Context: an optimization exercise on an open-source flow, tuned for small area, a short achievable clock period and few clock cycles. The choices shown serve that exercise and are no tape-out recipe. In this exercise RTL edits were held to simulation tests only and were not proved equivalent to the original.

[flow/design.v]
module gun_st1(input [7:0] a, input [6:0] b, output [8:0] v);
    reg [7:0] s;
    always @(*) begin
        case (a)
            8'd0: s = 8'd0;
            8'd1: s = 8'd1;
            8'd2: s = 8'd4;
            8'd3: s = 8'd9;
            8'd4: s = 8'd16;
            8'd5: s = 8'd25;
            8'd6: s = 8'd36;
            8'd7: s = 8'd49;
            8'd8: s = 8'd64;
            8'd9: s = 8'd81;
            8'd10: s = 8'd100;
            8'd11: s = 8'd121;
            8'd12: s = 8'd144;
            8'd13: s = 8'd169;
            8'd14: s = 8'd196;
            8'd15: s = 8'd225;
            8'd16: s = 8'd0;
            8'd17: s = 8'd33;
            8'd18: s = 8'd68;
            8'd19: s = 8'd105;
            8'd20: s = 8'd144;
            8'd21: s = 8'd185;
            8'd22: s = 8'd228;
            8'd23: s = 8'd17;
            8'd24: s = 8'd64;
            8'd25: s = 8'd113;
            8'd26: s = 8'd164;
            8'd27: s = 8'd217;
            8'd28: s = 8'd16;
            8'd29: s = 8'd73;
            8'd30: s = 8'd132;
            8'd31: s = 8'd193;
            8'd32: s = 8'd0;
            8'd33: s = 8'd65;
            8'd34: s = 8'd132;
            8'd35: s = 8'd201;
            8'd36: s = 8'd16;
            8'd37: s = 8'd89;
            8'd38: s = 8'd164;
            8'd39: s = 8'd241;
            8'd40: s = 8'd64;
            8'd41: s = 8'd145;
            8'd42: s = 8'd228;
            8'd43: s = 8'd57;
            8'd44: s = 8'd144;
            8'd45: s = 8'd233;
            8'd46: s = 8'd68;
            8'd47: s = 8'd161;
            8'd48: s = 8'd0;
            8'd49: s = 8'd97;
            8'd50: s = 8'd196;
            8'd51: s = 8'd41;
            8'd52: s = 8'd144;
            8'd53: s = 8'd249;
            8'd54: s = 8'd100;
            8'd55: s = 8'd209;
            8'd56: s = 8'd64;
            8'd57: s = 8'd177;
            8'd58: s = 8'd36;
            8'd59: s = 8'd153;
            8'd60: s = 8'd16;
            8'd61: s = 8'd137;
            8'd62: s = 8'd4;
            8'd63: s = 8'd129;
            8'd64: s = 8'd0;
            8'd65: s = 8'd129;
            8'd66: s = 8'd4;
            8'd67: s = 8'd137;
            8'd68: s = 8'd16;
            8'd69: s = 8'd153;
            8'd70: s = 8'd36;
            8'd71: s = 8'd177;
            8'd72: s = 8'd64;
            8'd73: s = 8'd209;
            8'd74: s = 8'd100;
            8'd75: s = 8'd249;
            8'd76: s = 8'd144;
            8'd77: s = 8'd41;
            8'd78: s = 8'd196;
            8'd79: s = 8'd97;
            8'd80: s = 8'd0;
            8'd81: s = 8'd161;
            8'd82: s = 8'd68;
            8'd83: s = 8'd233;
            8'd84: s = 8'd144;
            8'd85: s = 8'd57;
            8'd86: s = 8'd228;
            8'd87: s = 8'd145;
            8'd88: s = 8'd64;
            8'd89: s = 8'd241;
            8'd90: s = 8'd164;
            8'd91: s = 8'd89;
            8'd92: s = 8'd16;
            8'd93: s = 8'd201;
            8'd94: s = 8'd132;
            8'd95: s = 8'd65;
            8'd96: s = 8'd0;
            8'd97: s = 8'd193;
            8'd98: s = 8'd132;
            8'd99: s = 8'd73;
            8'd100: s = 8'd16;
            8'd101: s = 8'd217;
            8'd102: s = 8'd164;
            8'd103: s = 8'd113;
            8'd104: s = 8'd64;
            8'd105: s = 8'd17;
            8'd106: s = 8'd228;
            8'd107: s = 8'd185;
            8'd108: s = 8'd144;
            8'd109: s = 8'd105;
            8'd110: s = 8'd68;
            8'd111: s = 8'd33;
            8'd112: s = 8'd0;
            8'd113: s = 8'd225;
            8'd114: s = 8'd196;
            8'd115: s = 8'd169;
            8'd116: s = 8'd144;
            8'd117: s = 8'd121;
            8'd118: s = 8'd100;
            8'd119: s = 8'd81;
            8'd120: s = 8'd64;
            8'd121: s = 8'd49;
            8'd122: s = 8'd36;
            8'd123: s = 8'd25;
            8'd124: s = 8'd16;
            8'd125: s = 8'd9;
            8'd126: s = 8'd4;
            8'd127: s = 8'd1;
            8'd128: s = 8'd0;
            8'd129: s = 8'd129;
            8'd130: s = 8'd4;
            8'd131: s = 8'd137;
            8'd132: s = 8'd16;
            8'd133: s = 8'd153;
            8'd134: s = 8'd36;
            8'd135: s = 8'd177;
            8'd136: s = 8'd64;
            8'd137: s = 8'd209;
            8'd138: s = 8'd100;
            8'd139: s = 8'd249;
            8'd140: s = 8'd144;
            8'd141: s = 8'd41;
            8'd142: s = 8'd196;
            8'd143: s = 8'd97;
            8'd144: s = 8'd0;
            8'd145: s = 8'd161;
            8'd146: s = 8'd68;
            8'd147: s = 8'd233;
            8'd148: s = 8'd144;
            8'd149: s = 8'd57;
            8'd150: s = 8'd228;
            8'd151: s = 8'd145;
            8'd152: s = 8'd64;
            8'd153: s = 8'd241;
            8'd154: s = 8'd164;
            8'd155: s = 8'd89;
            8'd156: s = 8'd16;
            8'd157: s = 8'd201;
            8'd158: s = 8'd132;
            8'd159: s = 8'd65;
            8'd160: s = 8'd0;
            8'd161: s = 8'd193;
            8'd162: s = 8'd132;
            8'd163: s = 8'd73;
            8'd164: s = 8'd16;
            8'd165: s = 8'd217;
            8'd166: s = 8'd164;
            8'd167: s = 8'd113;
            8'd168: s = 8'd64;
            8'd169: s = 8'd17;
            8'd170: s = 8'd228;
            8'd171: s = 8'd185;
            8'd172: s = 8'd144;
            8'd173: s = 8'd105;
            8'd174: s = 8'd68;
            8'd175: s = 8'd33;
            8'd176: s = 8'd0;
            8'd177: s = 8'd225;
            8'd178: s = 8'd196;
            8'd179: s = 8'd169;
            8'd180: s = 8'd144;
            8'd181: s = 8'd121;
            8'd182: s = 8'd100;
            8'd183: s = 8'd81;
            8'd184: s = 8'd64;
            8'd185: s = 8'd49;
            8'd186: s = 8'd36;
            8'd187: s = 8'd25;
            8'd188: s = 8'd16;
            8'd189: s = 8'd9;
            8'd190: s = 8'd4;
            8'd191: s = 8'd1;
            8'd192: s = 8'd0;
            8'd193: s = 8'd1;
            8'd194: s = 8'd4;
            8'd195: s = 8'd9;
            8'd196: s = 8'd16;
            8'd197: s = 8'd25;
            8'd198: s = 8'd36;
            8'd199: s = 8'd49;
            8'd200: s = 8'd64;
            8'd201: s = 8'd81;
            8'd202: s = 8'd100;
            8'd203: s = 8'd121;
            8'd204: s = 8'd144;
            8'd205: s = 8'd169;
            8'd206: s = 8'd196;
            8'd207: s = 8'd225;
            8'd208: s = 8'd0;
            8'd209: s = 8'd33;
            8'd210: s = 8'd68;
            8'd211: s = 8'd105;
            8'd212: s = 8'd144;
            8'd213: s = 8'd185;
            8'd214: s = 8'd228;
            8'd215: s = 8'd17;
            8'd216: s = 8'd64;
            8'd217: s = 8'd113;
            8'd218: s = 8'd164;
            8'd219: s = 8'd217;
            8'd220: s = 8'd16;
            8'd221: s = 8'd73;
            8'd222: s = 8'd132;
            8'd223: s = 8'd193;
            8'd224: s = 8'd0;
            8'd225: s = 8'd65;
            8'd226: s = 8'd132;
            8'd227: s = 8'd201;
            8'd228: s = 8'd16;
            8'd229: s = 8'd89;
            8'd230: s = 8'd164;
            8'd231: s = 8'd241;
            8'd232: s = 8'd64;
            8'd233: s = 8'd145;
            8'd234: s = 8'd228;
            8'd235: s = 8'd57;
            8'd236: s = 8'd144;
            8'd237: s = 8'd233;
            8'd238: s = 8'd68;
            8'd239: s = 8'd161;
            8'd240: s = 8'd0;
            8'd241: s = 8'd97;
            8'd242: s = 8'd196;
            8'd243: s = 8'd41;
            8'd244: s = 8'd144;
            8'd245: s = 8'd249;
            8'd246: s = 8'd100;
            8'd247: s = 8'd209;
            8'd248: s = 8'd64;
            8'd249: s = 8'd177;
            8'd250: s = 8'd36;
            8'd251: s = 8'd153;
            8'd252: s = 8'd16;
            8'd253: s = 8'd137;
            8'd254: s = 8'd4;
            8'd255: s = 8'd129;
        endcase
    end
    assign v = {2'b00, b} + {1'b0, s};
endmodule
module gun_out(input [14:0] r0, input [5:0] c, output [14:0] y);
    assign y = r0 + {1'b0, c[5], c[4], c[3], c[2], 1'b0, c[1], 1'b0, 1'b0, 1'b0, 1'b0, 1'b0, 1'b0, c[0], 1'b0};
endmodule
module gun(
    input rst_i,
    input clk_i,
    input [15:0] sw_i,
    output busy,
    output [14:0] leds
);
wire [7:0] a = sw_i[15:8];
wire [6:0] b = sw_i[6:0];
reg c1, c2;          
reg [14:0] r0;
reg [14:0] r1;       
wire [8:0] v;
wire [14:0] sum, car;
wire [6:0] ap = {r1[0], r1[13], r1[12], r1[11], r1[10], r1[8], r1[1]};
gun_st1 st1(.a(a), .b(b), .v(v));
gun_out out(.r0(r0), .c({r1[13], r1[12], r1[11], r1[10], r1[8], r1[1]}), .y(leds));
wire [8:0] v2 = r0[8:0];
wire xp1 = ap[0] & v2[0];
wire xp2 = ap[0] & v2[1];
wire xp3 = ap[0] & v2[2];
wire xp4 = ap[0] & v2[3];
wire xp5 = ap[0] & v2[4];
wire xp6 = ap[0] & v2[5];
wire xp7 = ap[0] & v2[6];
wire xp8 = ap[0] & v2[7];
wire xp9 = ap[0] & v2[8];
wire xp10 = ap[1] & v2[0];
wire xp11 = ap[1] & v2[1];
wire xp12 = ap[1] & v2[2];
wire xp13 = ap[1] & v2[3];
wire xp14 = ap[1] & v2[4];
wire xp15 = ap[1] & v2[5];
wire xp16 = ap[1] & v2[6];
wire xp17 = ap[1] & v2[7];
wire xp18 = ap[1] & v2[8];
wire xp19 = ap[2] & v2[0];
wire xp20 = ap[2] & v2[1];
wire xp21 = ap[2] & v2[2];
wire xp22 = ap[2] & v2[3];
wire xp23 = ap[2] & v2[4];
wire xp24 = ap[2] & v2[5];
wire xp25 = ap[2] & v2[6];
wire xp26 = ap[2] & v2[7];
wire xp27 = ap[2] & v2[8];
wire xp28 = ap[3] & v2[0];
wire xp29 = ap[3] & v2[1];
wire xp30 = ap[3] & v2[2];
wire xp31 = ap[3] & v2[3];
wire xp32 = ap[3] & v2[4];
wire xp33 = ap[3] & v2[5];
wire xp34 = ap[3] & v2[6];
wire xp35 = ap[3] & v2[7];
wire xp36 = ap[3] & v2[8];
wire xp37 = ap[4] & v2[0];
wire xp38 = ap[4] & v2[1];
wire xp39 = ap[4] & v2[2];
wire xp40 = ap[4] & v2[3];
wire xp41 = ap[4] & v2[4];
wire xp42 = ap[4] & v2[5];
wire xp43 = ap[4] & v2[6];
wire xp44 = ap[4] & v2[7];
wire xp45 = ap[4] & v2[8];
wire xp46 = ap[5] & v2[0];
wire xp47 = ap[5] & v2[1];
wire xp48 = ap[5] & v2[2];
wire xp49 = ap[5] & v2[3];
wire xp50 = ap[5] & v2[4];
wire xp51 = ap[5] & v2[5];
wire xp52 = ap[5] & v2[6];
wire xp53 = ap[5] & v2[7];
wire xp54 = ap[5] & v2[8];
wire xp55 = ap[6] & v2[0];
wire xp56 = ap[6] & v2[1];
wire xp57 = ap[6] & v2[2];
wire xp58 = ap[6] & v2[3];
wire xp59 = ap[6] & v2[4];
wire xp60 = ap[6] & v2[5];
wire xp61 = ap[6] & v2[6];
wire xp62 = ap[6] & v2[7];
wire xp63 = ap[6] & v2[8];
wire xq64 = a[7] & b[0];
wire xq65 = a[7] & b[1];
wire xq66 = a[7] & b[2];
wire xq67 = a[7] & b[3];
wire xq68 = a[7] & b[4];
wire xq69 = a[7] & b[5];
wire xq70 = a[7] & b[6];
wire xs71 = xp11 ^ xp19 ^ xp3;
wire xc72 = (xp11 & xp19) | (xp11 & xp3) | (xp19 & xp3);
wire xs73 = xp12 ^ xp20 ^ xp28;
wire xc74 = (xp12 & xp20) | (xp12 & xp28) | (xp20 & xp28);
wire xs75 = xp4 ^ xc72 ^ xs73;
wire xc76 = (xp4 & xc72) | (xp4 & xs73) | (xc72 & xs73);
wire xs77 = xp13 ^ xp21 ^ xp29;
wire xc78 = (xp13 & xp21) | (xp13 & xp29) | (xp21 & xp29);
wire xs79 = xp37 ^ xp5 ^ xc74;
wire xc80 = (xp37 & xp5) | (xp37 & xc74) | (xp5 & xc74);
wire xs81 = xs77 ^ xc76 ^ xs79;
wire xc82 = (xs77 & xc76) | (xs77 & xs79) | (xc76 & xs79);
wire xs83 = xp14 ^ xp22 ^ xp30;
wire xc84 = (xp14 & xp22) | (xp14 & xp30) | (xp22 & xp30);
wire xs85 = xp38 ^ xp46 ^ xp6;
wire xc86 = (xp38 & xp46) | (xp38 & xp6) | (xp46 & xp6);
wire xs87 = xc78 ^ xs83 ^ xs85;
wire xc88 = (xc78 & xs83) | (xc78 & xs85) | (xs83 & xs85);
wire xs89 = xc80 ^ xs87 ^ xc82;
wire xc90 = (xc80 & xs87) | (xc80 & xc82) | (xs87 & xc82);
wire xs91 = xp15 ^ xp23 ^ xp31;
wire xc92 = (xp15 & xp23) | (xp15 & xp31) | (xp23 & xp31);
wire xs93 = xp39 ^ xp47 ^ xp55;
wire xc94 = (xp39 & xp47) | (xp39 & xp55) | (xp47 & xp55);
wire xs95 = xp7 ^ xc84 ^ xc86;
wire xc96 = (xp7 & xc84) | (xp7 & xc86) | (xc84 & xc86);
wire xs97 = xs91 ^ xs93 ^ xc88;
wire xc98 = (xs91 & xs93) | (xs91 & xc88) | (xs93 & xc88);
wire xs99 = xs95 ^ xs97 ^ xc90;
wire xc100 = (xs95 & xs97) | (xs95 & xc90) | (xs97 & xc90);
wire xs101 = xp16 ^ xp24 ^ xp32;
wire xc102 = (xp16 & xp24) | (xp16 & xp32) | (xp24 & xp32);
wire xs103 = xp40 ^ xp48 ^ xp56;
wire xc104 = (xp40 & xp48) | (xp40 & xp56) | (xp48 & xp56);
wire xs105 = xp8 ^ xc92 ^ xc94;
wire xc106 = (xp8 & xc92) | (xp8 & xc94) | (xc92 & xc94);
wire xs107 = xs101 ^ xs103 ^ xc96;
wire xc108 = (xs101 & xs103) | (xs101 & xc96) | (xs103 & xc96);
wire xs109 = xq64 ^ xs105 ^ xs107;
wire xc110 = (xq64 & xs105) | (xq64 & xs107) | (xs105 & xs107);
wire xs111 = xc98 ^ xs109 ^ xc100;
wire xc112 = (xc98 & xs109) | (xc98 & xc100) | (xs109 & xc100);
wire xs113 = xp17 ^ xp25 ^ xp33;
wire xc114 = (xp17 & xp25) | (xp17 & xp33) | (xp25 & xp33);
wire xs115 = xp41 ^ xp49 ^ xp57;
wire xc116 = (xp41 & xp49) | (xp41 & xp57) | (xp49 & xp57);
wire xs117 = xp9 ^ xc102 ^ xc104;
wire xc118 = (xp9 & xc102) | (xp9 & xc104) | (xc102 & xc104);
wire xs119 = xs113 ^ xs115 ^ xc106;
wire xc120 = (xs113 & xs115) | (xs113 & xc106) | (xs115 & xc106);
wire xs121 = xq65 ^ xs117 ^ xc108;
wire xc122 = (xq65 & xs117) | (xq65 & xc108) | (xs117 & xc108);
wire xs123 = xs119 ^ xc110 ^ xs121;
wire xc124 = (xs119 & xc110) | (xs119 & xs121) | (xc110 & xs121);
wire xs125 = xp18 ^ xp26 ^ xp34;
wire xc126 = (xp18 & xp26) | (xp18 & xp34) | (xp26 & xp34);
wire xs127 = xp42 ^ xp50 ^ xp58;
wire xc128 = (xp42 & xp50) | (xp42 & xp58) | (xp50 & xp58);
wire xs129 = xc114 ^ xc116 ^ xs125;
wire xc130 = (xc114 & xc116) | (xc114 & xs125) | (xc116 & xs125);
wire xs131 = xs127 ^ xc118 ^ xq66;
wire xc132 = (xs127 & xc118) | (xs127 & xq66) | (xc118 & xq66);
wire xs133 = xs129 ^ xc120 ^ xs131;
wire xc134 = (xs129 & xc120) | (xs129 & xs131) | (xc120 & xs131);
wire xs135 = xc122 ^ xs133 ^ xc124;
wire xc136 = (xc122 & xs133) | (xc122 & xc124) | (xs133 & xc124);
wire xs137 = xp27 ^ xp35 ^ xp43;
wire xc138 = (xp27 & xp35) | (xp27 & xp43) | (xp35 & xp43);
wire xs139 = xp51 ^ xp59 ^ xc126;
wire xc140 = (xp51 & xp59) | (xp51 & xc126) | (xp59 & xc126);
wire xs141 = xc128 ^ xs137 ^ xq67;
wire xc142 = (xc128 & xs137) | (xc128 & xq67) | (xs137 & xq67);
wire xs143 = xc130 ^ xs139 ^ xc132;
wire xc144 = (xc130 & xs139) | (xc130 & xc132) | (xs139 & xc132);
wire xs145 = xs141 ^ xc134 ^ xs143;
wire xc146 = (xs141 & xc134) | (xs141 & xs143) | (xc134 & xs143);
wire xs147 = xp36 ^ xp44 ^ xp52;
wire xc148 = (xp36 & xp44) | (xp36 & xp52) | (xp44 & xp52);
wire xs149 = xp60 ^ xc138 ^ xs147;
wire xc150 = (xp60 & xc138) | (xp60 & xs147) | (xc138 & xs147);
wire xs151 = xc140 ^ xq68 ^ xs149;
wire xc152 = (xc140 & xq68) | (xc140 & xs149) | (xq68 & xs149);
wire xs153 = xc142 ^ xs151 ^ xc144;
wire xc154 = (xc142 & xs151) | (xc142 & xc144) | (xs151 & xc144);
wire xs155 = xp45 ^ xp53 ^ xp61;
wire xc156 = (xp45 & xp53) | (xp45 & xp61) | (xp53 & xp61);
wire xs157 = xc148 ^ xs155 ^ xq69;
wire xc158 = (xc148 & xs155) | (xc148 & xq69) | (xs155 & xq69);
wire xs159 = xc150 ^ xs157 ^ xc152;
wire xc160 = (xc150 & xs157) | (xc150 & xc152) | (xs157 & xc152);
wire xs161 = xp54 ^ xp62 ^ xc156;
wire xc162 = (xp54 & xp62) | (xp54 & xc156) | (xp62 & xc156);
wire xs163 = xq70 ^ xs161 ^ xc158;
wire xc164 = (xq70 & xs161) | (xq70 & xc158) | (xs161 & xc158);
wire xt165 = xp63 ^ xc162 ^ xc164;
assign sum = {xt165, xs163, xs159, xc146, xs145, xs135, xs123, xs111, xs99, xs89, xs81, xs75, xs71, xp10, xp1};
assign car = {1'b0, xc160, xc154, xs153, xc136, 1'b0, xc112, 1'b0, 1'b0, 1'b0, 1'b0, 1'b0, 1'b0, xp2, 1'b0};
assign busy = rst_i | c1 | c2;
always @(posedge clk_i) begin
    c1 <= rst_i;
    c2 <= c1 & ~rst_i;
end
always @(posedge clk_i) begin
    if (c2)
        r0 <= sum;
    else if (c1)
        r0[8:0] <= v;
end
always @(posedge clk_i) begin
    if (c2) r1[0] <= 1'b0; else if (c1) r1[0] <= a[6];
    if (c2) r1[1] <= car[1]; else if (c1) r1[1] <= a[0];
    if (c2) r1[8] <= car[8]; else if (c1) r1[8] <= a[1];
    if (c2) r1[10] <= car[10]; else if (c1) r1[10] <= a[2];
    if (c2) r1[11] <= car[11]; else if (c1) r1[11] <= a[3];
    if (c2) r1[12] <= car[12]; else if (c1) r1[12] <= a[4];
    if (c2) r1[13] <= car[13]; else if (c1) r1[13] <= a[5];
end
endmodule
[flow/flow/run.sh]
#!/bin/bash
set -euo pipefail
cd "$(dirname "${BASH_SOURCE[0]}")/.."
export ADDER_MAP_FILE=
bash standard.sh finish > standard_flow.log 2>&1
[flow/standard.sh]
#!/bin/bash
# synth_recipe.tcl (not shown) runs the flow's synth.tcl, then flattens the netlist and writes it again
# the make line also repeats each setting of config.mk as NAME=value (left out here)
make -C /OpenROAD-flow-scripts/flow DESIGN_CONFIG=/design/flow/config.mk WORK_HOME=/design/flow/orfs CLKGATE_MAP_FILE= SYNTH_SCRIPT=/design/flow/synth_recipe.tcl "${@:-finish}"
[flow/config.mk]
export PLATFORM = sky130hd
export DESIGN_NAME = gun
export DESIGN_NICKNAME = gun
export VERILOG_FILES = /design/flow/design.v
export SDC_FILE = /design/flow/constraint.sdc
export NUM_CORES = 4
export LEC_CHECK = 0
export CAP_MARGIN = 20
export CORE_MARGIN = 2
export CORE_UTILIZATION = 40
export SLEW_MARGIN = 20
export SYNTH_HIERARCHICAL = 1
export SYNTH_MINIMUM_KEEP_SIZE = 0
[flow/constraint.sdc]
create_clock -name core_clock -period 4.0 [get_ports {clk_i}]
set_input_delay 0.8000 -clock core_clock [delete_from_list [all_inputs] [get_ports {clk_i}]]
set_output_delay 0.8000 -clock core_clock [all_outputs]
set_load 0.01 [all_outputs]
==> notes.md, run 1 <==
Setup repair after global routing left no endpoint under its margin. The initial core utilization is 41.2%. After clock tree synthesis, the clock-pin slew on the worst setup and hold paths is 0.09 ns. The share of synthesized area in the top cell type comes to 16.6%.

The gate count of the mapped netlist came out at 462. The total nets after synthesis came out at 480. The fraction of final layout cells with drive strength greater than 1 is 10.5%. The area taken by multi-input logic gates came out at 2890 um2. The number of buffers added by the clock tree synthesis step is 3. The sum of routed wire length over all layers came out at 8680 um. The number of filler instances in the final layout is 932. The routed via count is 3228. The highest attainable clock frequency came out at 285 MHz. The first detailed-routing pass took 4 iterations. Compared with the post-synthesis result, the final layout area differs by 12.3%. The smallest clock period supported by the final layout is computed as 3.51 ns.

The storage element area is 691 um2. The library cell with the largest summed area after synthesis is edfxtp_1. Setup violations remaining at the end of the flow were counted as 0.

The share of synthesized flip-flops with an asynchronous set or reset is 0%. The HPWL reported at the end of detailed placement came out at 6740 um. At the end of routability-driven placement, the weighted congestion stood at 0.846. The number of failing hold endpoints at the final stage came out at 0. The final worst clock skew came out at 0.00340 ns. The maximum number of pins on one net before global-route repair came out at 26. In the final design database the tool counted 504 nets. The count of hold-fix buffers inserted at cts is 0. The mean number of vias per cell came out at 5.26. Summing the sequential cell areas from Yosys gives 18.1% of the chip area. The count of synthesis-stage warnings from yosys is 8. The number of buffers inserted by port buffering is 32. The flow ran to the end and the layout has no timing, DRC or antenna violations. The H-tree depth is 1. The clock latency at the later pin of the worst-skew pair came out at 0.27 ns. For the pin with the worst max-slew slack, the measured transition is 0.739 ns.

The number of buffers inserted by post-CTS setup repair is 0. Across the run, the number of max-cap violations was 0. The maximum count of clock buffers along a single path came out at 2. The synthesized flop and latch total is 24.

The worst setup path is launched from a flop. Each instance of the synthesized netlist takes up on average 8.24 um2. The setup path with the least slack is of type reg2out. The worst slew slack as a fraction of its limit came out at 50.7%. The total congestion overflow after global routing is 0. The die outline height is 102 um. The maximum net fanout on the critical path came out at 19. The ratio of final minimum period to clock period came out at 87.9%.

The number of antenna cells inserted came out at 0. The post-synthesis cell area came out at 3810 um2. Yosys attributes the largest share of cell area to edfxtp_1 (17%), xnor2_1 (16%), nand2_1 (9.0%), xor2_1 (8.1%), maj3_1 (7.6%). The per-cell routed wire length is 14.1 um. The setup total negative slack came out at 0 ns. The overall track demand over capacity in global routing is 17.5%.

The core area came out at 9240 um2. The final count of pins violating max slew is 0. The count of antenna-violating nets left after detailed routing came out at 0. CTS placed an instance of clkbuf_8 at the clock tree root. The worst path required time came out at 3.20 ns.

34 I/O pins were placed. The leading register cell type out of synthesis is edfxtp_1. The first-pass GRT wire length came out at 14600 um. The die area came out at 10300 um2. Row generation in the floorplan step produced 35 rows. TritonCTS built the clock tree.

The tightest min-delay check is of the reg2reg type. For this run, design rule violations remaining after detail routing come to 0. The initial antenna violation count came out at 0. The die is 102 um wide.

The number of clock sinks is 24. The kind of capture point of the worst setup path is an output pin. The number of global-route vias before repair came out at 2970.

The number of enable-type register cells in the synthesized netlist came out at 21. The data arrival time at the worst-slack endpoint came out at 2.71 ns.

The number of distinct library cell variants in the gate-level netlist after synthesis came out at 68. The number of DRC violations after detailed-routing iteration 0 came out at 138. The number of gates resized after CTS came out at 0.
## Yosys stat by module, one instance, submodules excluded
module	flip-flops and latches	cells inside	area, um2	times used
gun	24	316	2780	1
gun_st1	0	97	657	1
gun_out	0	49	375	1
## synthesized netlist by cell type (7+ instances only)
| master | number |
|---|---|
| nor2_1 | 25 |
| o21ai_0 | 16 |
| xor2_1 | 35 |
| inv_1 | 14 |
| maj3_1 | 29 |
| xnor2_1 | 70 |
| nand2_1 | 91 |
| buf_4 | 7 |
| nand3_1 | 11 |
| buf_2 | 13 |
| a21oi_1 | 14 |
| maj3_2 | 11 |
| edfxtp_1 | 21 |
## per-layer routing
layer	global-route usage, %	part of all wire [%]	vias up
met4	4.37	1.2	0
met1	25.0	50	1520
met5	0	0	-
met2	29.0	46	58
met3	0.966	2.5	6
li1	-	-	1644
## critical path, stage by stage (launching register included)
cell and delay [ns]:
edfxtp_1 0.84, xnor2_1 0.23, nor2_1 0.06, a41o_1 0.27
maj3_1 0.37, xor2_1 0.13, clkdlybuf4s50_1 0.55
## sequential cells by signal (all words and copies together) (netlist names)
name  cells
r0       15
ap        7
c1        1
c2        1
## cells by family (layout without fill, tap and decap cells)
logic type / count (synthesis) / in the layout / synth area share, %
AND/OR/NAND/NOR: 158 / 158 / 19.1
XOR/XNOR: 115 / 115 / 30.1
AO/OA/AOI/OAI: 76 / 76 / 14.0
buffers and inverters: 43 / 66 / 6.05
adder cells (fa/ha/maj): 40 / 40 / 10.9
flip-flops: 24 / 24 / 18.1
multiplexers: 6 / 6 / 1.74
## area by class of cell
class | count | share of cell area [%]
well taps | 129 | 3.77
clock buffers | 4 | 1.05
flip-flops and latches | 24 | 16.1
inverters | 14 | 1.23
multi-input cells | 395 | 67.5
repair buffers | 48 | 10.3
## final timing paths
| kind | from | slack, ns | end | cells after the start |
|---|---|---|---|---|
| hold reg to reg | c1$_DFF_P_ | 0.51 | c2$_DFF_P_ | 1 |
| setup / recovery | ap[2]$_DFFE_PP_ | 0.49 | leds[14] | 6 |
| hold / removal | c1$_DFF_P_ | 0.51 | c2$_DFF_P_ | 1 |
| setup reg to reg | ap[2]$_DFFE_PP_ | 0.79 | ap[2]$_DFFE_PP_ | 8 |
## placed cells by master (no fill, tap or decap), types with 6 or more instances in the layout
cell type        synthesis  layout
xnor2_1                 70      70
a21oi_1                 14      14
inv_1                   14      14
nand2_1                 91      91
a31oi_1                  6       6
o21ai_1                  6       6
edfxtp_1                21      21
maj3_1                  29      29
buf_4                    7      16
xor2_1                  35      35
nor2_1                  25      25
clkdlybuf4s50_1          0      32
nand3_1                 11      11
o21ai_0                 16      16
maj3_2                  11      11
## per-stage QoR
step	hold slack, ns	setup WS, ns	instance area [um2]	cells	util (%)
final	0.513	0.485	4280	614	46.3
after global routing	0.540	0.340	4280	614	46.3
after CTS	0.516	0.463	4280	614	46.3
after detailed placement	0.504	0.529	4230	610	45.8
after global placement	0.495	0.544	4230	610	45.8
after floorplan	0.474	1.26	3810	462	-
Testbench counts, summed over its fixed seeds: cycles 6,400.
==> run 2: changes to the inputs <==
--- a/flow/config.mk
+++ b/flow/config.mk
@@ -9,4 +9,5 @@
 export CORE_MARGIN = 2
 export CORE_UTILIZATION = 40
+export SETUP_SLACK_MARGIN = 0.5
 export SLEW_MARGIN = 20
 export SYNTH_HIERARCHICAL = 1
==> notes.md, run 2 <==
Outcome: timing/DRC/antenna clean (unchanged). The start point of the critical path is ap[4]$_DFFE_PP_ (was ap[2]$_DFFE_PP_). The overall track demand over capacity in global routing came out at 17.6% (was 17.5%). The die area came out at 10300 um2 (unchanged). The die outline height came out at 102 um (unchanged). The number of DRC violations after detailed-routing iteration 0 is 159 (was 138). The measured slew at the worst slew-check pin came out at 0.657 ns (was 0.739 ns). The fraction of post-synthesis cell area in the top cell type by area is 16.6% (unchanged).

The CTS tree was yes (unchanged). The last weighted congestion value of the routability-driven placer is 0.846 (unchanged). The startpoint of the worst hold path is c1$_DFF_P_ (unchanged). The area taken by multi-input logic gates came to 2890 um2 (unchanged). The per-cell routed wire length came out at 14.2 um (was 14.1 um). The register area share after synthesis came out at 18.1% (unchanged). The setup slack after layout came out at 0.652 ns (was 0.485 ns). Setup repair after global routing missed its margin: false (unchanged).

The startpoint of the worst register-to-register path is ap[5]$_DFFE_PP_ (was ap[2]$_DFFE_PP_). The number of buffers inserted by port buffering came out at 32 (unchanged). The final worst clock skew came out at 0.00312 ns (was 0.00340 ns). The most common cell after layout, fill and taps aside is nand2_1 (unchanged). The maximum number of pins on one net before global-route repair is 26 (unchanged).

The most repeated cell in the gate-level netlist after synthesis is nand2_1 (unchanged). The final net count is 512 (was 504). The gate count of the mapped netlist is 462 (unchanged).

The H-tree depth came out at 1 (unchanged). The HPWL reported at the end of detailed placement came out at 6740 um (unchanged). The final-report setup violation count is 0 (unchanged).

The data arrival time at the worst-slack endpoint came to 2.55 ns (was 2.71 ns). The first-pass GRT wire length came out at 14700 um (was 14600 um). The class of the most critical hold timing path is reg2reg (unchanged).

The number of cells on the worst hold path came out at 1 (unchanged). The synthesized flop and latch total was 24 (unchanged). The initial core utilization came out at 41.2% (unchanged). The path type of the worst setup path is reg2out (unchanged). The storage element area is 691 um2 (unchanged). The clock latency at the later pin of the worst-skew pair came to 0.27 ns (about the same). The count of hold-fix buffers inserted at cts is 0 (unchanged). The total congestion overflow after global routing was 0 (unchanged). The final count of pins violating max slew came to 0 (unchanged).

The setup total negative slack is 0 ns (unchanged). The post-synthesis average cell area is 8.24 um2 (unchanged). The number of max-capacitance violations reported came to 0 (unchanged). The leading register cell type out of synthesis is edfxtp_1 (unchanged).

The share of synthesized flip-flops with an asynchronous set or reset came to 0% (unchanged). The number of gates resized after CTS is 0 (unchanged). The post-synthesis cell area came out at 3810 um2 (unchanged).

The layout overhead on the synthesized area is 13.9% (was 12.3%). The number of flip-flops in the largest register is 15 (unchanged). The kind of capture point of the worst setup path is an output pin (unchanged). The routed via count is 3258 (was 3228). The minimum clock period is 3.35 ns (was 3.51 ns).

The maximum net fanout on the critical path is 10 (was 19). The number of global-route vias before repair came out at 2997 (was 2970). The ratio of final minimum period to clock period is 83.7% (was 87.9%). The number of iterations in the first detailed-routing pass is 5 (was 4). The maximum count of clock buffers along a single path is 2 (unchanged). The initial antenna violation count was 0 (unchanged). The number of filler instances in the final layout came out at 929 (was 932). The nature of the critical path startpoint is a flop (unchanged).

The library cell with the largest summed area after synthesis is edfxtp_1 (unchanged). The number of distinct library cell variants in the gate-level netlist after synthesis came to 68 (unchanged). The mean number of vias per cell is 5.24 (was 5.26). The overall die width came out at 102 um (unchanged). Commonest non-fill, non-tap cells in the layout: nand2_1 (91), xnor2_1 (70), xor2_1 (35) (unchanged). The total nets after synthesis came out at 480 (unchanged). The core occupancy in the finished layout came out at 46.9% (was 46.3%). The number of placement rows is 35 (unchanged).

The worst path required time was 3.20 ns (about the same). The number of enable-type register cells in the synthesized netlist is 21 (unchanged). Leading cell types by count after synthesis: nand2_1 (91), xnor2_1 (70), xor2_1 (35) (unchanged). Ranking of synthesized cells by area: edfxtp_1 (17%), xnor2_1 (16%), nand2_1 (9.0%), xor2_1 (8.1%), maj3_1 (7.6%) (unchanged). The count of antenna-violating nets left after detailed routing was 0 (unchanged). The worst slack after detailed placement is 0.529 ns (unchanged). The number of ports placed on the die boundary is 34 (unchanged). The number of remaining DRC errors came out at 0 (unchanged). The count of synthesis-stage warnings from yosys is 8 (unchanged). The cell depth of the worst flop-to-flop path came out at 8 (unchanged). The number of antenna cells inserted is 0 (unchanged). The worst slew slack as a fraction of its limit is 56.2% (was 50.7%). The clock-pin slew reported for the worst setup and hold paths after clock tree synthesis came to 0.08 ns (was 0.09 ns). The most flop-heavy register is r0 (unchanged). The fraction of final layout cells with drive strength greater than 1 is 12.0% (was 10.5%). The highest attainable clock frequency came out at 299 MHz (was 285 MHz).

The cell at the root of the clock tree is clkbuf_8 (unchanged). The number of clock sinks is 24 (unchanged). The number of failing hold endpoints at the final stage was 0 (unchanged). The core area is 9240 um2 (unchanged). The number of buffers added by the clock tree synthesis step was 3 (unchanged). The sum of routed wire length over all layers came to 8840 um (was 8680 um).
==> run 2: timing repair <==
action                     4_1_cts  5_1_grt
cloned                           0        0
setup buffers                    1        7
setup endpoints to repair        1        2
==> run 2: area by class of cell <==
class,count,share of cell area [%]
flip-flops and latches,24,15.9
well taps,129,3.72
repair buffers,56,11.5
multi-input cells,395,66.6
inverters,14,1.21
clock buffers,4,1.04
==> run 2: worst paths after layout <==
check                                        to  slack, ns
worst max-delay path                   leds[14]       0.65
worst min-delay path                 c2$_DFF_P_       0.51
worst max register to register  ap[2]$_DFFE_PP_       0.88
worst min register to register       c2$_DFF_P_       0.51
==> run 2: logic make-up after synthesis <==
logic type / count (synthesis) / synth area share [%]
buffers and inverters: 43 / 6.05
xor gates and xnor gates: 115 / 30.1
adders and majority gates: 40 / 10.9
AOI/OAI and AO/OA: 76 / 14.0
and+or+nand+nor: 158 / 19.1
DFF: 24 / 18.1
muxes: 6 / 1.74
==> run 2: layer usage <==
layer / part of all wire, % / up-vias / GRT usage, % / wire length, um
li1: - / 1657 / - / -
met1: 49 / 1527 / 25.0 / 4290
met2: 46 / 66 / 28.6 / 4040
met3: 4.0 / 8 / 1.38 / 354
met4: 1.7 / 0 / 5.20 / 153
met5: 0 / - / 0 / 0
==> run 2: through the flow <==
stage | area [um2] | cells | hold WS [ns]
final | 4340 | 622 | 0.511
after global routing | 4340 | 622 | 0.540
after CTS | 4280 | 615 | 0.516
after detailed placement | 4230 | 610 | 0.504
after global placement | 4230 | 610 | 0.495
after floorplan | 3810 | 462 | 0.474
==> run 2: per-module statistics from Yosys, one instance, submodules excluded <==
| module | area [um2] | cells | times used |
|---|---|---|---|
| gun_out | 375 | 49 | 1 |
| gun | 2780 | 316 | 1 |
| gun_st1 | 657 | 97 | 1 |
==> run 2: critical path: stages (launching register included) <==
cell	delay, ns
edfxtp_1	0.59
o2111ai_1	0.27
o211ai_1	0.13
a41o_1	0.25
maj3_1	0.37
xor2_1	0.13
clkdlybuf4s50_1	0.55
==> run 3: changes to the inputs <==
--- a/flow/design.v
+++ b/flow/design.v
@@ -280,5 +280,5 @@
 wire [8:0] v;
 wire [14:0] sum, car;
-wire [6:0] ap = {r1[0], r1[13], r1[12], r1[11], r1[10], r1[8], r1[1]};
+wire [6:0] ap = {r1[13], r0[14], r0[13], r0[12], r0[11], r0[10], r0[9]};
 gun_st1 st1(.a(a), .b(b), .v(v));
 gun_out out(.r0(r0), .c({r1[13], r1[12], r1[11], r1[10], r1[8], r1[1]}), .y(leds));
@@ -460,14 +460,13 @@
         r0 <= sum;
     else if (c1)
-        r0[8:0] <= v;
+        r0 <= {a[5:0], v};
 end
 always @(posedge clk_i) begin
-    if (c2) r1[0] <= 1'b0; else if (c1) r1[0] <= a[6];
-    if (c2) r1[1] <= car[1]; else if (c1) r1[1] <= a[0];
-    if (c2) r1[8] <= car[8]; else if (c1) r1[8] <= a[1];
-    if (c2) r1[10] <= car[10]; else if (c1) r1[10] <= a[2];
-    if (c2) r1[11] <= car[11]; else if (c1) r1[11] <= a[3];
-    if (c2) r1[12] <= car[12]; else if (c1) r1[12] <= a[4];
-    if (c2) r1[13] <= car[13]; else if (c1) r1[13] <= a[5];
+    if (c2) r1[1] <= car[1];
+    if (c2) r1[8] <= car[8];
+    if (c2) r1[10] <= car[10];
+    if (c2) r1[11] <= car[11];
+    if (c2) r1[12] <= car[12];
+    if (c2) r1[13] <= car[13]; else if (c1) r1[13] <= a[6];
 end
 endmodule
==> flow/flow/run.sh (replaced) <==
#!/bin/bash
set -euo pipefail
cd "$(dirname "${BASH_SOURCE[0]}")/.."
bash standard.sh finish ADDER_MAP_FILE= "BUFFER_PORTS_ARGS=-buffer_cell sky130_fd_sc_hd__buf_2" > standard_flow.log 2>&1
==> notes.md, run 3 <==
The minimum clock period is 3.32 ns (was 3.35 ns). The die area is 10100 um2 (was 10300 um2). The number of failing hold endpoints at the final stage was 0 (unchanged).

The final worst clock skew came out at 0.00895 ns (was 0.00312 ns). The count of hold-fix buffers inserted at cts is 0 (unchanged). The area of all placed cells without fillers is 3950 um2 (was 4340 um2). The number of ports placed on the die boundary is 34 (unchanged). The most repeated cell in the gate-level netlist after synthesis is nand2_1 (unchanged).

The post-synthesis cell area is 3730 um2 (was 3810 um2). The fraction of post-synthesis cell area in the top cell type by area is 16.9% (was 16.6%). The maximum net fanout on the critical path came out at 11 (was 10). The HPWL reported at the end of detailed placement is 6860 um (was 6740 um). The post-synthesis average cell area came out at 8.41 um2 (was 8.24 um2).

Critical path cell sequence: nand4_4 -> o41ai_4 -> a41o_1 -> maj3_1 -> xor2_1 -> buf_2 (was o2111ai_1 -> o211ai_1 -> a41o_1 -> maj3_1 -> xor2_1 -> clkdlybuf4s50_1). The number of global-route vias before repair is 3001 (was 2997). The final-report setup violation count is 0 (unchanged). The worst slew slack as a fraction of its limit is 56.1% (was 56.2%).

The core area came to 9150 um2 (was 9240 um2). The maximum number of pins on one net before global-route repair was 30 (was 26). The most common cell after layout, fill and taps aside is nand2_1 (unchanged). The hold-critical path endpoint is c2$_DFF_P_ (unchanged). The mean number of vias per cell came out at 5.67 (was 5.24).

The worst slack after detailed placement came out at 0.819 ns (was 0.529 ns). The number of cells on the worst hold path came out at 1 (unchanged). The routed via count came out at 3214 (was 3258). The cell depth of the worst flop-to-flop path is 8 (unchanged).

The gate count of the mapped netlist is 444 (was 462). The number of placed instances, taps included is 563 (was 610).

The maximum count of clock buffers along a single path came out at 2 (unchanged). The final net count is 475 (was 512). The final non-filler cell total is 567 (was 622).

The worst stage delay on the critical path is 0.69 ns (was 0.59 ns). The number of enable-type register cells in the synthesized netlist came out at 21 (unchanged). The class of the most critical hold timing path was reg2reg (unchanged). The initial core utilization is 40.8% (was 41.2%). The clock latency at the later pin of the worst-skew pair is 0.28 ns (was 0.27 ns). The sum of routed wire length over all layers came out at 9160 um (was 8840 um).

The capturing point of the worst reg2reg path is r0[9]$_DFFE_PP_ (was ap[2]$_DFFE_PP_). The slowest library cell on the worst path is edfxtp_1 (unchanged). The number of gates resized after CTS is 0 (unchanged).

The fraction of final layout cells with drive strength greater than 1 came out at 15.8% (was 12.0%). The synthesized flop and latch total was 23 (was 24). The number of iterations in the first detailed-routing pass came out at 4 (was 5). The share of synthesized flip-flops with an asynchronous set or reset is 0% (unchanged).

The library cell with the largest summed area after synthesis is edfxtp_1 (unchanged). The count of antenna-violating nets left after detailed routing was 0 (unchanged). The number of buffers added by the clock tree synthesis step came out at 3 (unchanged). The register area share after synthesis came to 18.0% (was 18.1%).

The setup slack after layout is 0.683 ns (was 0.652 ns). The number of clock sinks is 23 (was 24).

The number of placement rows came to 35 (unchanged). Leading cell types by count after synthesis: nand2_1 (86), xnor2_1 (70), xor2_1 (30) (was nand2_1 (91), xnor2_1 (70), xor2_1 (35)). The most flop-heavy register is r0 (unchanged).

The layout overhead on the synthesized area is 5.63% (was 13.9%). The cell at the root of the clock tree is clkbuf_8 (unchanged). The clock-pin slew reported for the worst setup and hold paths after clock tree synthesis is 0.10 ns (was 0.08 ns). The data arrival time at the worst-slack endpoint is 2.52 ns (was 2.55 ns). The highest attainable clock frequency came out at 301 MHz (was 299 MHz). The overall die width is 101 um (was 102 um). Ranking of synthesized cells by area: edfxtp_1 (17%), xnor2_1 (16%), nand2_1 (8.6%), maj3_1 (7.8%), xor2_1 (7.0%) (was edfxtp_1 (17%), xnor2_1 (16%), nand2_1 (9.0%), xor2_1 (8.1%), maj3_1 (7.6%)).

The leading register cell type out of synthesis is edfxtp_1 (unchanged). The number of buffers inserted by post-CTS setup repair came to 0 (was 1). The setup total negative slack is 0 ns (unchanged). The kind of capture point of the worst setup path was an output pin (unchanged).

The total nets after synthesis is 462 (was 480). The measured slew at the worst slew-check pin is 0.659 ns (was 0.657 ns). The ratio of final minimum period to clock period is 82.9% (was 83.7%). The overall track demand over capacity in global routing came out at 18.5% (was 17.6%). The last weighted congestion value of the routability-driven placer came to 0.828 (was 0.846). The number of max-capacitance violations reported was 0 (unchanged). The path type of the worst setup path is reg2out (unchanged).

The first-pass GRT wire length is 14900 um (was 14700 um). The area taken by multi-input logic gates came out at 2850 um2 (was 2890 um2). The number of distinct library cell variants in the gate-level netlist after synthesis was 65 (was 68). The worst path required time is 3.20 ns (about the same). The number of buffers inserted by port buffering is 32 (unchanged). The number of remaining DRC errors came to 0 (unchanged). The total congestion overflow after global routing came out at 0 (unchanged). The count of synthesis-stage warnings from yosys is 8 (unchanged). The initial antenna violation count came to 0 (unchanged).

The storage element area came out at 671 um2 (was 691 um2). The H-tree depth came to 1 (unchanged). The number of flip-flops in the largest register came out at 15 (unchanged). The die outline height is 101 um (was 102 um).

The number of DRC violations after detailed-routing iteration 0 came out at 159 (unchanged). Commonest non-fill, non-tap cells in the layout: nand2_1 (86), xnor2_1 (70), buf_2 (32) (was nand2_1 (91), xnor2_1 (70), xor2_1 (35)). The CTS tree is yes (unchanged).

The final count of pins violating max slew is 0 (unchanged). The per-cell routed wire length was 16.2 um (was 14.2 um). The number of antenna cells inserted is 0 (unchanged). The startpoint of the worst register-to-register path is r0[10]$_DFFE_PP_ (was ap[5]$_DFFE_PP_).

The nature of the critical path startpoint was a flop (unchanged). Outcome: timing/DRC/antenna clean (unchanged). The startpoint of the worst hold path is c1$_DFF_P_ (unchanged). The number of filler instances in the final layout came to 929 (unchanged). The register-to-register path setup slack is 0.78 ns (was 0.88 ns).

The area of placed instances is 3900 um2 (was 4230 um2). Setup repair after global routing missed its margin: false (unchanged).
run 3: logic make-up (layout without fill, tap and decap cells):
| family | count (synthesis) | after routing | share of synthesized area, % |
|---|---|---|---|
| AO/OA/AOI/OAI | 72 | 72 | 13.5 |
| XOR/XNOR | 114 | 114 | 31.8 |
| buffers and inverters | 41 | 53 | 5.63 |
| multiplexers | 7 | 7 | 2.11 |
| adder cells (fa/ha/maj) | 40 | 40 | 11.2 |
| flip-flops | 23 | 23 | 18.0 |
| AND/OR/NAND/NOR | 147 | 147 | 17.9 |
run 3: worst max-delay path by stage:
stage               cells past startpoint              end              from
floorplan                               9  r0[9]$_DFFE_PP_   r0[3]$_DFFE_PP_
global placement                        8  r0[9]$_DFFE_PP_  r0[10]$_DFFE_PP_
detailed placement                      8  r0[9]$_DFFE_PP_  r0[10]$_DFFE_PP_
CTS                                     6         leds[14]   r0[3]$_DFFE_PP_
global route                            6         leds[14]   r0[3]$_DFFE_PP_
finish                                  6         leds[14]   r0[3]$_DFFE_PP_
run 3: per-layer routing:
| layer | global-route usage, % | share of wire (%) |
|---|---|---|
| met4 | 1.90 | 0.35 |
| met2 | 32.9 | 51 |
| met3 | 1.60 | 3.6 |
| met1 | 25.2 | 45 |
| met5 | 0 | 0 |
run 3: critical path: cells and delay by family (launching register included):
family                   cells  cell delay, ns
adder cells (fa/ha/maj)      1            0.21
AND/OR/NAND/NOR              1            0.23
buffers and inverters        1            0.15
flip-flops                   1            0.69
AO/OA/AOI/OAI                2            0.81
XOR/XNOR                     1            0.14
run 3: layout make-up:
cell class	instances	share of cell area, %
tap	111	3.52
clock buffer	3	1.05
multi-input combinational	380	72.3
inverter	14	1.33
timing repair buffer	35	4.63
sequential	23	17.0
clock inverter	1	0.127
run 3: metrics by stage:
step / util [%] / hold slack [ns]
finish: 43.1 / 0.479
CTS: 43.1 / 0.482
detailed placement: 42.6 / 0.469
global placement: 42.6 / 0.457
floorplan: - / 0.446
global route: 43.1 / 0.506
run 3: per-module statistics from Yosys, one instance, submodules excluded:
module	area (um2)	times used	flip-flops and latches	cells inside
gun	2700	1	23	298
gun_st1	657	1	0	97
gun_out	375	1	0	49
Testbench counts of run 3, summed over its fixed seeds: cycles 6,400.
==> run 4: changes to the inputs <==
--- a/flow/config.mk
+++ b/flow/config.mk
@@ -9,5 +9,4 @@
 export CORE_MARGIN = 2
 export CORE_UTILIZATION = 40
-export SETUP_SLACK_MARGIN = 0.5
 export SLEW_MARGIN = 20
 export SYNTH_HIERARCHICAL = 1
==> notes.md, run 4 <==
Outcome: timing/DRC/antenna clean (unchanged). The number of clock sinks came out at 23 (unchanged). The number of enable-type register cells in the synthesized netlist is 21 (unchanged).

Critical path cell sequence: nand4_4 -> o41ai_4 -> a41o_1 -> maj3_1 -> xor2_1 -> buf_2 (unchanged). The clock latency at the later pin of the worst-skew pair was 0.28 ns (about the same). The worst stage delay on the critical path came out at 0.69 ns (about the same). The synthesized flop and latch total came out at 23 (unchanged).

The count of hold-fix buffers inserted at cts came to 0 (unchanged). Setup repair after global routing missed its margin: false (unchanged). The number of ports placed on the die boundary was 34 (unchanged). The class of the most critical hold timing path is reg2reg (unchanged). The share of synthesized flip-flops with an asynchronous set or reset is 0% (unchanged). The die outline height came to 101 um (unchanged). The minimum clock period is 3.32 ns (unchanged).

Ranking of synthesized cells by area: edfxtp_1 (17%), xnor2_1 (16%), nand2_1 (8.6%), maj3_1 (7.8%), xor2_1 (7.0%) (unchanged). The number of global-route vias before repair is 3001 (unchanged). The total nets after synthesis is 462 (unchanged). The gate count of the mapped netlist is 444 (unchanged).

The clock-pin slew reported for the worst setup and hold paths after clock tree synthesis was 0.10 ns (about the same). The overall track demand over capacity in global routing is 18.5% (unchanged).

The final net count is 475 (unchanged). The register-to-register path setup slack was 0.78 ns (about the same). The core area is 9150 um2 (unchanged).

The number of DRC violations after detailed-routing iteration 0 came out at 159 (unchanged). The path type of the worst setup path is reg2out (unchanged). The number of distinct library cell variants in the gate-level netlist after synthesis is 65 (unchanged). The highest attainable clock frequency is 301 MHz (unchanged). The number of max-capacitance violations reported is 0 (unchanged). The cell at the root of the clock tree is clkbuf_8 (unchanged). The number of failing hold endpoints at the final stage was 0 (unchanged). The maximum number of pins on one net before global-route repair came to 30 (unchanged). Leading cell types by count after synthesis: nand2_1 (86), xnor2_1 (70), xor2_1 (30) (unchanged).

The number of remaining DRC errors is 0 (unchanged). The ratio of final minimum period to clock period was 82.9% (unchanged). The layout overhead on the synthesized area came out at 5.63% (unchanged).

The maximum count of clock buffers along a single path came out at 2 (unchanged). The count of antenna-violating nets left after detailed routing came to 0 (unchanged). The H-tree depth came to 1 (unchanged). The mean number of vias per cell is 5.67 (unchanged). The startpoint of the worst register-to-register path is r0[10]$_DFFE_PP_ (unchanged).

The measured slew at the worst slew-check pin is 0.659 ns (unchanged). The number of buffers inserted by post-CTS setup repair is 0 (unchanged). The CTS tree is yes (unchanged). The per-cell routed wire length came out at 16.2 um (unchanged). The initial core utilization is 40.8% (unchanged). The capturing point of the worst reg2reg path is r0[9]$_DFFE_PP_ (unchanged). The slowest library cell on the worst path is edfxtp_1 (unchanged).

Commonest non-fill, non-tap cells in the layout: nand2_1 (86), xnor2_1 (70), buf_2 (32) (unchanged). The worst path required time came out at 3.20 ns (about the same). The final count of pins violating max slew came out at 0 (unchanged).

The initial antenna violation count is 0 (unchanged). The most flop-heavy register is r0 (unchanged). The fraction of final layout cells with drive strength greater than 1 is 15.8% (unchanged). The number of buffers added by the clock tree synthesis step was 3 (unchanged).

The startpoint of the worst hold path is c1$_DFF_P_ (unchanged). The number of gates resized after CTS is 0 (unchanged). The hold-critical path endpoint is c2$_DFF_P_ (unchanged). The cell depth of the worst flop-to-flop path came out at 8 (unchanged). The routed via count was 3214 (unchanged). The final worst clock skew is 0.00895 ns (unchanged). The library cell with the largest summed area after synthesis is edfxtp_1 (unchanged). The kind of capture point of the worst setup path is an output pin (unchanged). The number of antenna cells inserted came out at 0 (unchanged). The number of cells on the worst hold path came out at 1 (unchanged). The data arrival time at the worst-slack endpoint is 2.52 ns (about the same). The overall die width was 101 um (unchanged). The most repeated cell in the gate-level netlist after synthesis is nand2_1 (unchanged).

The nature of the critical path startpoint is a flop (unchanged). The sum of routed wire length over all layers came to 9160 um (unchanged).

The final-report setup violation count is 0 (unchanged). The number of filler instances in the final layout is 929 (unchanged). The number of flip-flops in the largest register is 15 (unchanged). The most common cell after layout, fill and taps aside was nand2_1 (unchanged).

The post-synthesis average cell area came to 8.41 um2 (unchanged). The leading register cell type out of synthesis is edfxtp_1 (unchanged). The HPWL reported at the end of detailed placement is 6860 um (unchanged).

The register area share after synthesis is 18.0% (unchanged). The die area came to 10100 um2 (unchanged). The last weighted congestion value of the routability-driven placer is 0.828 (unchanged). The count of synthesis-stage warnings from yosys came out at 8 (unchanged).

The maximum net fanout on the critical path is 11 (unchanged). The worst slew slack as a fraction of its limit came out at 56.1% (unchanged). The number of iterations in the first detailed-routing pass is 4 (unchanged).

The number of buffers inserted by port buffering came out at 32 (unchanged). The post-synthesis cell area is 3730 um2 (unchanged). The setup total negative slack came out at 0 ns (unchanged). The fraction of post-synthesis cell area in the top cell type by area came out at 16.9% (unchanged).

The first-pass GRT wire length is 14900 um (unchanged). The total congestion overflow after global routing is 0 (unchanged). The number of placement rows was 35 (unchanged).
[run 4: cell counts after synthesis]
Identical to the previous run, type by type.
[run 4: area by class of cell]
cell class / instances / area, um2 / area share, %
Clock buffer: 3 / 41.3 / 1.05
Tap cell: 111 / 139 / 3.52
Sequential cell: 23 / 671 / 17.0
Clock inverter: 1 / 5.00 / 0.127
Multi-Input combinational cell: 380 / 2850 / 72.3
Inverter: 14 / 52.6 / 1.33
Timing Repair Buffer: 35 / 183 / 4.63
[run 4: layer usage]
layer / track usage (%) / wire (um) / share of wire, %
met4: 1.90 / 32 / 0.35
met1: 25.2 / 4150 / 45
met2: 32.9 / 4640 / 51
met5: 0 / 0 / 0
met3: 1.60 / 334 / 3.6
[run 4: worst max path at each step]
stage	endpoint	from	cells past startpoint
6_report	leds[14]	r0[3]$_DFFE_PP_	6
5_1_grt	leds[14]	r0[3]$_DFFE_PP_	6
4_1_cts	leds[14]	r0[3]$_DFFE_PP_	6
3_3_place_gp	r0[9]$_DFFE_PP_	r0[10]$_DFFE_PP_	8
3_5_place_dp	r0[9]$_DFFE_PP_	r0[10]$_DFFE_PP_	8
2_1_floorplan	r0[9]$_DFFE_PP_	r0[3]$_DFFE_PP_	9
[run 4: Yosys stat by module (local to each module, per instance)]
module   times used  flip-flops and latches  cells  cell area, um2
gun               1                      23    298            2700
gun_out           1                       0     49             375
gun_st1           1                       0     97             657
[run 4: worst max-delay path: cells and delay by family, from the launching register on]
kind	cells	cell delay (ns)
buf+inv	1	0.15
simple gates	1	0.23
fa+ha+maj	1	0.21
xor+xnor	1	0.14
flops	1	0.69
compound gates	2	0.81
[run 4: stage by stage]
| stage | setup slack, ns | hold WS, ns | instance area (um2) | utilization, % | std cells |
|---|---|---|---|---|---|
| 2_1_floorplan | 1.20 | 0.446 | 3730 | - | 444 |
| 3_3_place_gp | 0.826 | 0.457 | 3900 | 42.6 | 563 |
| 3_5_place_dp | 0.819 | 0.469 | 3900 | 42.6 | 563 |
| 4_1_cts | 0.664 | 0.482 | 3950 | 43.1 | 567 |
| 5_1_grt | 0.560 | 0.506 | 3950 | 43.1 | 567 |
| 6_report | 0.683 | 0.479 | 3950 | 43.1 | 567 |
[run 4: logic make-up after synthesis]
logic type      count (synthesis)  synth area share (%)
compound gates                 72                  13.5
xor+xnor                      114                  31.8
fa+ha+maj                      40                  11.2
buf+inv                        41                  5.63
flops                          23                  18.0
mux                             7                  2.11
simple gates                  147                  17.9

## what the ideal ports hide
No port has a modelled driver above. Below, the same layouts with a new extraction and two added sets of constraints.
Step 1, drivers: a clkbuf_16 drives clk_i and a buf_2 each remaining input, both assumed.
Step 2 moves the port delays by t, midway between the first and last clock arrival at a register: inputs arrive t later, outputs are due t later. That takes back most of the time a late clock gives input paths.
a / b / c = no drivers / after step 1 / after step 2; a / b = the first two.
run | t, ns | slack for setup (ns) | worst setup path after step 2
run 1 | 0.296 | 0.485 / 0.454 / 0.537 | input to register
run 2 | 0.298 | 0.652 / 0.619 / 0.538 | input to register
run 3 | 0.302 | 0.683 / 0.655 / 0.782 | register to register
run 4 | 0.302 | 0.683 / 0.655 / 0.782 | register to register
After both steps every run listed still meets setup and hold. For run 2, which loses most, drivers alone change the setup slack by -0.033 ns; drivers and shift together by -0.114 ns.
